Source: an optimization exercise on an open RTL-to-GDS flow (aim: small area and a short achievable clock period). Production flows keep margins and buffers that such runs may drop.
At most, simulation tests tie the RTL to the original design; equivalence was not proved.
No functional check of the RTL was part of run 2.
Power and IR drop assume default switching activity.

## config.mk

```make
export PLATFORM = sky130hd
export DESIGN_NAME = barrel_shifter
export DESIGN_NICKNAME = barrel_shifter
export VERILOG_FILES = /design/flow/design.v
export SDC_FILE = /design/flow/constraint.sdc
export NUM_CORES = 4
export LEC_CHECK = 0
export CAP_MARGIN = 20
export CORE_MARGIN = 2
export CORE_UTILIZATION = 65
export GPL_TIMING_DRIVEN = 0
export SLEW_MARGIN = 20
export SYNTH_HIERARCHICAL = 1
export SYNTH_MINIMUM_KEEP_SIZE = 0
```

## constraint.sdc

```tcl
create_clock -name core_clock -period 3.5 [get_ports {i_clk}]
set_input_delay 0.7000 -clock core_clock [delete_from_list [all_inputs] [get_ports {i_clk}]]
set_output_delay 0.7000 -clock core_clock [all_outputs]
set_load 0.01 [all_outputs]
```

## design.v

```verilog
module barrel_shifter (
    input  logic        i_clk,
    input  logic        i_signed,
    input  logic        i_shift_left,
    input  logic [4:0]  i_shift_amt,
    input  logic [31:0] i_data,
    output logic [31:0] o_data
);
    logic left, s4, fill, fill_n, cm_n;
    assign left = i_shift_left;
    assign s4   = i_shift_amt[4];
    assign fill = i_signed & i_data[31];
    logic sr0, sr1, sr0_n, sl0_n, sl1_n, cm, ch;
    bs_nor2  u_sr0   (.a(left), .b(s4), .y(sr0));
    bs_andn  u_sr1   (.a(s4), .b_n(left), .y(sr1));
    bs_or2   u_sr0_n (.a(left), .b(s4), .y(sr0_n));
    bs_nand2 u_sl0_n (.a(left), .b(s4), .y(sl0_n));
    bs_orn   u_sl1_n (.a(s4), .b_n(left), .y(sl1_n));
    bs_nand3b u_cm_n (.a_n(left), .b(i_signed), .c(i_data[31]), .y(cm_n));
    bs_nand2  u_cm   (.a(s4), .b(cm_n), .y(cm));
    bs_nand2  u_fl_n (.a(i_signed), .b(i_data[31]), .y(fill_n));
    bs_nand2b u_ch   (.a_n(left), .b(fill_n), .y(ch));
    logic [3:0] ax, ax_n, a, a_n;
    for (genvar t = 0; t < 4; t++) begin : g_sel
        bs_xor2  u_x  (.a(i_shift_amt[t]), .b(left), .y(ax[t]));
        bs_xnor2 u_xn (.a(i_shift_amt[t]), .b(left), .y(ax_n[t]));
        bs_inv   u_a  (.a(ax_n[t]), .y(a[t]));
        bs_inv   u_an (.a(ax[t]),   .y(a_n[t]));
    end
    logic [46:0] v16_n;
    logic [38:0] v8;
    logic [34:0] v4_n;
    logic [32:0] v2;
    logic [31:0] res_n;
    logic [31:0] q_n;
    for (genvar i = 0; i < 15; i++) begin : g_s16_lo
        bs_aoi22 u (.a(i_data[i]), .sa(sr0), .b(i_data[i+16]), .sb(sr1), .y(v16_n[i]));
    end
    assign v16_n[15] = ~((i_data[15] & ~left & ~s4) | (i_data[31] & ~left & s4) | (i_data[0] & left & ~s4));
    for (genvar i = 16; i < 31; i++) begin : g_s16_mid
        bs_oai221 u (.a(i_data[i]), .sa_n(sr0_n), .b(i_data[i-15]), .sb_n(sl1_n),
                     .c(cm), .y(v16_n[i]));
    end
    assign v16_n[31] = ~((i_data[31] & ~left & ~s4) | (fill & ~left & s4) | (i_data[0] & left & s4)
                         | (i_data[16] & left & ~s4));
    for (genvar i = 32; i < 47; i++) begin : g_s16_hi
        bs_oai221 u (.a(i_data[i-31]), .sa_n(sl0_n), .b(i_data[i-15]), .sb_n(sl1_n),
                     .c(ch), .y(v16_n[i]));
    end
    for (genvar i = 0; i < 39; i++) begin : g_s8
        bs_mux_n u (.a(v16_n[i]), .sa_n(a[3]), .b(v16_n[i+8]), .sb_n(a_n[3]), .y(v8[i]));
    end
    for (genvar i = 0; i < 35; i++) begin : g_s4
        bs_mux_n u (.a(v8[i]), .sa_n(a[2]), .b(v8[i+4]), .sb_n(a_n[2]), .y(v4_n[i]));
    end
    for (genvar i = 0; i < 33; i++) begin : g_s2
        bs_mux_n u (.a(v4_n[i]), .sa_n(a[1]), .b(v4_n[i+2]), .sb_n(a_n[1]), .y(v2[i]));
    end
    for (genvar i = 0; i < 32; i++) begin : g_s1
        bs_mux_n u (.a(v2[i]), .sa_n(a[0]), .b(v2[i+1]), .sb_n(a_n[0]), .y(res_n[i]));
    end
    always_ff @(posedge i_clk) q_n <= res_n;
    assign o_data = ~q_n;
endmodule
module bs_mux_n (input logic a, sa_n, b, sb_n, output logic y);
    assign y = ~((a | sa_n) & (b | sb_n));
endmodule
module bs_aoi22 (input logic a, sa, b, sb, output logic y);
    assign y = ~((a & sa) | (b & sb));
endmodule
module bs_oai221 (input logic a, sa_n, b, sb_n, c, output logic y);
    assign y = ~((a | sa_n) & (b | sb_n) & c);
endmodule
module bs_inv (input logic a, output logic y);
    assign y = ~a;
endmodule
module bs_nor2 (input logic a, b, output logic y);
    assign y = ~(a | b);
endmodule
module bs_or2 (input logic a, b, output logic y);
    assign y = a | b;
endmodule
module bs_nand2 (input logic a, b, output logic y);
    assign y = ~(a & b);
endmodule
module bs_andn (input logic a, b_n, output logic y);
    assign y = a & ~b_n;
endmodule
module bs_orn (input logic a, b_n, output logic y);
    assign y = a | ~b_n;
endmodule
module bs_xor2 (input logic a, b, output logic y);
    assign y = a ^ b;
endmodule
module bs_xnor2 (input logic a, b, output logic y);
    assign y = ~(a ^ b);
endmodule
module bs_nand3b (input logic a_n, b, c, output logic y);
    assign y = ~(~a_n & b & c);
endmodule
module bs_nand2b (input logic a_n, b, output logic y);
    assign y = ~(~a_n & b);
endmodule
```

## flow/run.sh

```bash
#!/bin/bash
set -e
here=$(pwd)
export BUFFER_PORTS_ARGS="-buffer_cell sky130_fd_sc_hd__buf_1"
export POST_FLOORPLAN_TCL="$here/flow/post_floorplan.tcl"
export PRE_RESIZE_TCL="$here/flow/pre_resize.tcl"
# the standard CTS arguments, plus -dont_use_dummy_load
export CTS_ARGS="-sink_clustering_enable -repair_clock_nets -dont_use_dummy_load"
bash standard.sh > standard.log 2>&1
```

## flow/post_floorplan.tcl

```tcl
# Synthesis maps some shifter-stage cells at drive strength 2; each drives
# only two gates, so use drive strength 1.
foreach inst [[ord::get_db_block] getInsts] {
  set m [[$inst getMaster] getName]
  if { [regexp {^sky130_fd_sc_hd__(a22oi|a221oi|o221ai|o22ai)_[24]$} $m -> base] } {
    $inst swapMaster [[ord::get_db] findMaster "sky130_fd_sc_hd__${base}_1"]
  }
}
```

## flow/pre_resize.tcl

```tcl
# Size each combinational driver by the load it drives: the shifter's select
# lines and the input buffers of the control ports drive 10 to 40 gates, the
# data path only 2. Loads count 1 per pin, 3 per pin of a cell of drive 4 or
# more. Gates are sized first, then the input buffers, so that the buffers see
# the final gate sizes. Flip-flops are left alone.
set db [ord::get_db]
proc load_of { inst } {
  foreach it [$inst getITerms] {
    if { [$it isOutputSignal] } {
      set net [$it getNet]
      if { $net == "NULL" } { return 0 }
      set n [llength [$net getBTerms]]
      foreach l [$net getITerms] {
        if { [$l isOutputSignal] } { continue }
        if { [regexp {_([0-9]+)$} [[[$l getInst] getMaster] getName] -> s] && $s >= 4 } {
          incr n 3
        } else {
          incr n
        }
      }
      return $n
    }
  }
  return 0
}
proc size_inst { inst } {
  set caps {1 3 2 6 4 20 6 30 8 1000}
  set m [[$inst getMaster] getName]
  if { ![regexp {^sky130_fd_sc_hd__([a-z0-9]+)_([0-9]+)$} $m -> base size] } { return }
  if { [string match "df*" $base] || [string match "tap*" $base] || [string match "clk*" $base] } { return }
  set fo [load_of $inst]
  set best ""
  foreach {s cap} $caps {
    set cand [[ord::get_db] findMaster "sky130_fd_sc_hd__${base}_$s"]
    if { $cand == "NULL" } { continue }
    set best $cand
    if { $fo <= $cap } { break }
  }
  if { $best != "" && [$best getName] != $m } {
    puts "resize [$inst getName]: $m -> [$best getName] (load $fo)"
    $inst swapMaster $best
  }
}
set bufs {}
foreach inst [[ord::get_db_block] getInsts] {
  if { [string match "input*" [$inst getName]] } {
    lappend bufs $inst
  } else {
    size_inst $inst
  }
}
foreach inst $bufs { size_inst $inst }
```

## standard.sh

```bash
#!/bin/bash
# synth_recipe.tcl (not shown) runs the flow's synth.tcl, then flattens the netlist and writes it again
# the make line also repeats each setting of config.mk as NAME=value (left out here)
make -C /OpenROAD-flow-scripts/flow DESIGN_CONFIG=/design/flow/config.mk WORK_HOME=/design/flow/orfs CLKGATE_MAP_FILE= SYNTH_SCRIPT=/design/flow/synth_recipe.tcl "${@:-finish}"
```

==> results of run 1 <==
-- area by class of cell --
class	count	area, sq um
Fill cell	318	930
Sequential cell	32	641
Tap cell	48	60.1
Timing Repair Buffer	71	287
Clock buffer	5	68.8
Inverter	40	210
Multi-Input combinational cell	208	1470
-- metal layers --
layer  global-route usage [%]  vias to the layer above
met5                        0                        -
met2                     59.8                      259
li1                         -                     1373
met4                     23.4                        0
met1                     45.2                     1324
met3                     6.68                       50
-- worst min-delay path by stage --
stage                     cells after the start         to            from  slack (ns)
after CTS                                     4    q_n[29]  i_shift_amt[0]        1.02
after floorplan                               1  o_data[0]          q_n[0]        1.04
after global placement                        2  o_data[1]          q_n[1]        1.12
after detailed placement                      2  o_data[9]          q_n[9]        1.12
final                                         4    q_n[30]  i_shift_amt[0]        1.04
after global routing                          4    q_n[22]  i_shift_amt[0]        1.06
-- report_power, final --
group	switching, mW	total [mW]	internal, mW
sequential	0.0230	0.477	0.454
combinational	0.426	0.658	0.232
clock	0.128	0.256	0.128
total	0.577	1.39	0.814
-- modules after synthesis, one instance, submodules excluded, a selection --
module	copies in the design	cells inside
barrel_shifter	1	71
bs_oai221	30	1
bs_nand2	3	1
bs_mux_n	139	1
bs_or2	1	1
bs_nand3b	1	1
bs_nand2b	1	1
bs_xnor2	4	1
bs_nor2	1	1
bs_aoi22	15	1
bs_andn	1	1
bs_inv	8	1
bs_orn	1	1
-- cells by family after synthesis --
kind of cell | Yosys count | share of synthesized area [%]
muxes | 2 | 0.808
DFF | 32 | 25.8
xor gates and xnor gates | 8 | 2.83
and+or+nand+nor | 12 | 2.98
buffers and inverters | 40 | 6.06
AOI/OAI and AO/OA | 186 | 61.5
-- per-stage QoR --
| step | cell area [sq um] | worst slack [ns] | power, mW | util (%) | hold WS [ns] |
|---|---|---|---|---|---|
| 2_1_floorplan | 2480 | 0.637 | 0.934 | - | 1.04 |
| 3_3_place_gp | 2540 | -0.0661 | 1.07 | 69.4 | 1.12 |
| 3_5_place_dp | 2660 | 1.11 | 1.12 | 72.7 | 1.12 |
| 4_1_cts | 2730 | 1.41 | 1.38 | 74.6 | 1.02 |
| 6_report | 2730 | 1.36 | 1.39 | 74.6 | 1.04 |
| 5_1_grt | 2730 | 1.26 | 1.47 | 74.6 | 1.06 |
-- synth_stat cells --
cell and n:
o22ai_1 139, nand2_1 3, dfxtp_1 32, mux2i_1 2, nand2b_1 2, xor2_1 4, o221ai_2 30, nor3b_1 1
a211o_1 1, or2_1 1, nor2_1 2, inv_1 40, xnor2_1 4, o21a_1 1, nor2b_4 1, a22oi_2 15
nand3b_1 2
-- worst max-delay path, cell delays in order --
cell     delay (ns)
buf_8          0.15
xnor2_1        0.40
inv_8          0.17
o22ai_1        0.36
o22ai_1        0.16
o22ai_1        0.25
o22ai_1        0.11
==> qor.txt, run 1 <==
status: no timing/DRC/antenna violations
DRT antenna net count: 0
CP endpoint: q_n[30]
dpl cells: 399
Pre-antenna DRT Iters: 6
Final Cycle Share: 61.3%
n_diodes: 0
RSZ-0062 raised after global routing: false
die area: 4320 sq um
Hold Path Class: input pin to register
DR vias/cell: 7.44
Synth warnings: 7
H-tree lvl count: 2
gp weighted congestion: 0.967
initial core utilization: 67.7%
via count: 3,006
Clock Sinks: 32
Bufs on Longest Clock Path: 2
max reg flops: 32
Reg with most FFs: q_n
initial antenna violation count: 0
Post-route DRC: 0
commonest non-fill, non-tap cell in the layout: o22ai_1
CP Data Required Time: 3.66 ns
Synth area leaders: o22ai_1, dfxtp_1, o221ai_2
Detail Placement HPWL: 5.41 mm
Worst Path Arrival: 2.31 ns
largest registers: q_n x32
Netlist cell types: 17
CP max FO: 39
CTS tree: yes
Die H: 65.8 um
DRT iter0 DRCs: 408
register area share after synthesis: 25.8%
worst-margin pin slew: 0.465 ns
max cap viols: 0
final std cells w/o fill: 404
Leakage Power: 0.973 nW
commonest non-fill, non-tap cells in the layout: o22ai_1, buf_1, inv_1, dfxtp_1, o221ai_1
GRT Util Overall: 37.1%
core area: 3660 sq um
final setup vio count: 0
Max Used Layer: met4
clock-pin slew on the worst setup and hold paths: 0.07 ns
Peak VDD IR: 0.000352 V
cts-stage hold buffer count: 0
CP Class: input pin to register
minimum clock period: 2.14 ns
Max Transition Viols Final: 0
Setup Fix Bufs, Post-CTS: 0
DRT Wirelength: 7.82 mm
WL met3: 795 um
Slew headroom: 68.8%
post_cts resized: 0
M1 wire length: 2.96 mm
fraction of layout cells with a size suffix above 1: 6.46%
Synth Cell Area: 2480 sq um
first-pass GRT wire length: 12.3 mm
Critical Path Source: i_shift_left
syn avg cell area: 8.85 sq um
CP Capture Type: register
crit start category: input pin
post-synth top area share: 35.1%
P&R area growth vs syn: 10.2%
largest net degree at the start of global routing: 40
WL met2: 3.64 mm
clock root buffer: clkbuf_8
CTS buffer count: 5
PwrDens: 509 nW/um^2
Mapped Cells: 280
count of final hold-check violations: 0
setup TNS: 0 ns
PortBufs: 71
I/O Pins: 72
routed len/inst: 19.4 um
vias in the first global route: 2,658
Synth Register Bits: 32
die width: 65.8 um
Mapped Nets: 320
Std-Cell Rows: 22
Nets: 398
total gr overflow: 0
fmax: 466 MHz
Synth area leader: o22ai_1
==> run 2, diff against run 1 <==
--- a/design.v
+++ b/design.v
@@ -6,20 +6,25 @@
     input  logic [31:0] i_data,
     output logic [31:0] o_data
 );
-    logic left, s4, fill, fill_n, cm_n;
+    logic left, s4, fill, fill_n, cm_n, left_nf;
     assign left = i_shift_left;
     assign s4   = i_shift_amt[4];
     assign fill = i_signed & i_data[31];
-    logic sr0, sr1, sr0_n, sl0_n, sl1_n, cm, ch;
+    logic sr0, sr1, sr0_n, sl0_n, ch;
+    logic [1:0] cm;       
+    logic [1:0] sl1_n;    
     bs_nor2  u_sr0   (.a(left), .b(s4), .y(sr0));
     bs_andn  u_sr1   (.a(s4), .b_n(left), .y(sr1));
     bs_or2   u_sr0_n (.a(left), .b(s4), .y(sr0_n));
     bs_nand2 u_sl0_n (.a(left), .b(s4), .y(sl0_n));
-    bs_orn   u_sl1_n (.a(s4), .b_n(left), .y(sl1_n));
-    bs_nand3b u_cm_n (.a_n(left), .b(i_signed), .c(i_data[31]), .y(cm_n));
-    bs_nand2  u_cm   (.a(s4), .b(cm_n), .y(cm));
+    bs_orn   u_sl1_n0 (.a(s4), .b_n(left), .y(sl1_n[0]));
+    bs_orn   u_sl1_n1 (.a(s4), .b_n(left), .y(sl1_n[1]));
+    bs_inv    u_left_nf (.a(left), .y(left_nf));
+    bs_nand3  u_cm_n (.a(left_nf), .b(i_signed), .c(i_data[31]), .y(cm_n));
+    bs_nand2  u_cm0  (.a(s4), .b(cm_n), .y(cm[0]));
+    bs_nand2  u_cm1  (.a(s4), .b(cm_n), .y(cm[1]));
     bs_nand2  u_fl_n (.a(i_signed), .b(i_data[31]), .y(fill_n));
-    bs_nand2b u_ch   (.a_n(left), .b(fill_n), .y(ch));
+    bs_nand2  u_ch   (.a(left_nf), .b(fill_n), .y(ch));
     logic [3:0] ax, ax_n, a, a_n;
     for (genvar t = 0; t < 4; t++) begin : g_sel
         bs_xor2  u_x  (.a(i_shift_amt[t]), .b(left), .y(ax[t]));
@@ -38,13 +43,13 @@
     end
     assign v16_n[15] = ~((i_data[15] & ~left & ~s4) | (i_data[31] & ~left & s4) | (i_data[0] & left & ~s4));
     for (genvar i = 16; i < 31; i++) begin : g_s16_mid
-        bs_oai221 u (.a(i_data[i]), .sa_n(sr0_n), .b(i_data[i-15]), .sb_n(sl1_n),
-                     .c(cm), .y(v16_n[i]));
+        bs_oai221 u (.a(i_data[i]), .sa_n(sr0_n), .b(i_data[i-15]), .sb_n(sl1_n[0]),
+                     .c(cm[(i-16)/8]), .y(v16_n[i]));
     end
     assign v16_n[31] = ~((i_data[31] & ~left & ~s4) | (fill & ~left & s4) | (i_data[0] & left & s4)
                          | (i_data[16] & left & ~s4));
     for (genvar i = 32; i < 47; i++) begin : g_s16_hi
-        bs_oai221 u (.a(i_data[i-31]), .sa_n(sl0_n), .b(i_data[i-15]), .sb_n(sl1_n),
+        bs_oai221 u (.a(i_data[i-31]), .sa_n(sl0_n), .b(i_data[i-15]), .sb_n(sl1_n[1]),
                      .c(ch), .y(v16_n[i]));
     end
     for (genvar i = 0; i < 39; i++) begin : g_s8
@@ -95,9 +100,6 @@
 module bs_xnor2 (input logic a, b, output logic y);
     assign y = ~(a ^ b);
 endmodule
-module bs_nand3b (input logic a_n, b, c, output logic y);
-    assign y = ~(~a_n & b & c);
+module bs_nand3 (input logic a, b, c, output logic y);
+    assign y = ~(a & b & c);
 endmodule
-module bs_nand2b (input logic a_n, b, output logic y);
-    assign y = ~(~a_n & b);
-endmodule
==> run 2 against run 1 <==
- highest routed layer unchanged
- global-route usage rose by 0.70 points
- via count fell by 0.17%
- flip-flop and latch count did not move
- critical path depth did not move
- largest cell class unchanged
==> qor.txt, run 2 <==
status: no timing/DRC/antenna violations
I/O Pins: 72 (unchanged)
crit start category: input pin
final std cells w/o fill: 407 (+0.74%)
CTS buffer count: 5 (unchanged)
GRT Util Overall: 37.8% (+0.70 points)
final setup vio count: 0 (unchanged)
Synth Cell Area: 2490 sq um (+0.35%)
via count: 3,001 (-0.17%)
Synth area leader: o22ai_1
RSZ-0062 raised after global routing: false
Die H: 65.9 um (+0.17%)
Reg with most FFs: q_n
max cap viols: 0 (unchanged)
core area: 3660 sq um (unchanged)
Nets: 401 (+0.75%)
EDFF count, synth: 0 (unchanged)
Bufs on Longest Clock Path: 2 (unchanged)
max reg flops: 32 (unchanged)
vias in the first global route: 2,705 (+1.8%)
minimum clock period: 2.23 ns (+0.0835 ns)
Max Transition Viols Final: 0 (unchanged)
clock-pin slew on the worst setup and hold paths: 0.07 ns (about the same)
PortBufs: 71 (unchanged)
largest net degree at the start of global routing: 40 (unchanged)
FFs w/ async S/R, synth: 0% (unchanged)
fraction of layout cells with a size suffix above 1: 7.52% (+1.1 points)
slowest cell on the critical path: xnor2_1
Setup Fix Bufs, Post-CTS: 0 (unchanged)
clock root buffer: clkbuf_8
setup TNS: 0 ns (unchanged)
P&R area growth vs syn: 11.0%
Post-route DRC: 0 (unchanged)
Slew headroom: 68.7% (-0.071 points)
Synth area leaders: o22ai_1, dfxtp_1, o221ai_2
PwrDens: 506 nW/um^2 (-0.71%)
initial core utilization: 67.9% (+0.24 points)
CP Data Required Time: 3.65 ns (about the same)
DRT antenna net count: 0 (unchanged)
Synth Register Bits: 32 (unchanged)
Detail Placement HPWL: 5.63 mm (+4.1%)
Mapped Nets: 323 (+0.94%)
Synth warnings: 7 (unchanged)
CP max FO: 39 (unchanged)
Setup WS pre-CTS: 1.04 ns (-0.0694 ns)
post_cts resized: 0 (unchanged)
worst-margin pin slew: 0.466 ns (+0.00105 ns)
DRT iter0 DRCs: 437 (+7.1%)
commonest non-fill, non-tap cell in the layout: o22ai_1
Pre-antenna DRT Iters: 5 (-1)
register area share after synthesis: 25.8% (-0.091 points)
fmax: 449 MHz (-3.7%)
Post-synth top cells: o22ai_1, inv_1, dfxtp_1
die width: 65.9 um (+0.17%)
DR vias/cell: 7.37 (-0.90%)
Min Hold Slack: 1.02 ns (-0.0192 ns)
count of final hold-check violations: 0 (unchanged)
total gr overflow: 0 (unchanged)
syn avg cell area: 8.79 sq um (-0.71%)
dpl cells: 402 (+0.75%)
CTS tree: yes
Leakage Power: 0.988 nW (+1.6%)
n_diodes: 0 (unchanged)
CP Capture Type: register
first-pass GRT wire length: 12.8 mm (+3.8%)
largest registers: q_n x32
Hold Path Class: input pin to register
cts-stage hold buffer count: 0 (unchanged)
setup slack after layout: 1.27 ns (-0.0835 ns)
die area: 4340 sq um (+0.33%)
Netlist cell types: 18 (+1)
delay of the slowest cell on the worst path: 0.43 ns (+0.03 ns)
Final Cycle Share: 63.6% (+2.4 points)
DRT Wirelength: 7.94 mm (+1.6%)
Worst Path Arrival: 2.38 ns (+0.07 ns)
routed len/inst: 19.5 um (+0.81%)
H-tree lvl count: 2 (unchanged)
Peak VDD IR: 0.000309 V (-12%)
Pwr Total: 1.40 mW (+0.34%)
top_reg_cell synth: dfxtp_1
gp weighted congestion: 0.928 (-4.0%)
Std-Cell Rows: 22 (unchanged)
initial antenna violation count: 0 (unchanged)
Clock Sinks: 32 (unchanged)
commonest non-fill, non-tap cells in the layout: o22ai_1, buf_1, inv_1, dfxtp_1, o221ai_1
critical path's most frequent cell: o22ai_1
most common cell in the netlist: o22ai_1
CP Class: input pin to register
post-synth top area share: 35.0% (-0.12 points)
Mapped Cells: 283 (+1.1%)
Critical Path, Cell by Cell: buf_8, xnor2_1, inv_8, o22ai_1, o22ai_1, o22ai_1, o22ai_1
run 2: cell families (layout without fill, tap and decap cells):
| logic type | Yosys count | count (layout) | synth area share (%) |
|---|---|---|---|
| XOR/XNOR | 8 | 8 | 2.82 |
| buffers and inverters | 41 | 117 | 6.19 |
| AND/OR/NAND/NOR | 14 | 14 | 3.17 |
| multiplexers | 2 | 2 | 0.805 |
| AO/OA/AOI/OAI | 186 | 186 | 61.3 |
| flip-flops | 32 | 32 | 25.8 |
run 2: per-stage QoR:
stage	instance area (sq um)	util (%)
after floorplan	2490	-
after global placement	2550	69.7
after detailed placement	2690	73.5
after CTS	2760	75.4
after global routing	2760	75.4
final	2760	75.4
run 2: final timing paths:
path	startpoint	endpoint	cells after the start
setup / recovery	i_shift_left	q_n[9]	7
hold / removal	i_shift_amt[0]	q_n[26]	4
run 2: report_power, final:
| group | leakage [nW] | internal [mW] | switching (mW) |
|---|---|---|---|
| Clock | 0.0359 | 0.128 | 0.126 |
| Sequential | 0.270 | 0.454 | 0.0239 |
| Combinational | 0.682 | 0.234 | 0.430 |
| Total | 0.988 | 0.816 | 0.580 |
run 2: area by class of cell:
cell class | count | area (sq um)
clock buffers | 5 | 68.8
fillers | 303 | 901
inverters | 41 | 214
multi-input cells | 210 | 1490
flip-flops and latches | 32 | 641
well taps | 48 | 60.1
repair buffers | 71 | 287
run 2: critical path: cells and delay by family:
| kind | cells | cell delay [ns] |
|---|---|---|
| AOI/OAI and AO/OA | 4 | 0.90 |
| xor gates and xnor gates | 1 | 0.43 |
| buffers and inverters | 2 | 0.33 |
run 2: metal layers:
layer | GRT usage, % | vias up | routed length (um)
met5 | 0 | - | 0
met4 | 16.4 | 0 | 362
met3 | 7.33 | 45 | 743
met2 | 63.6 | 216 | 3740
met1 | 46.5 | 1355 | 3100
li1 | - | 1385 | -
run 2: modules after synthesis, one instance, submodules excluded, a selection:
module	copies in the design	area [sq um]	flip-flops and latches	cells
barrel_shifter	1	816	32	71
bs_andn	1	13.8	0	1
bs_inv	9	3.75	0	1
bs_nand3	1	5.00	0	1
bs_nor2	1	3.75	0	1
bs_or2	1	6.26	0	1
bs_xnor2	4	8.76	0	1
bs_xor2	4	8.76	0	1

separate check: timing with driven ports:
No port has a modelled driver above. Below, the same layouts with a new extraction and two added sets of constraints. Step 1, drivers: a clkbuf_16 drives i_clk and a buf_2 each remaining input, both assumed. Step 2 times the ports against the registers' clock, not the clock port: input delays grow and output delays shrink by t, the midpoint of the rising clock arrivals with the driver on. Slacks: no drivers / after step 1 / after step 2; pairs: no drivers / after step 1.
run	t, ns	setup WS [ns]	latest minus earliest clock arrival (ns)	worst register clock-pin slew, ns	cell pins on the clock port's net
run 1	0.310	1.356 / 1.348 / 1.038	0.016 / 0.016	0.07 / 0.07	1
run 2	0.306	1.273 / 1.259 / 0.952	0.011 / 0.011	0.07 / 0.07	1
After both steps every run listed still meets setup and hold. The setup slack of run 2, which loses most, moves by -0.014 ns with the drivers and by -0.321 ns with both steps.
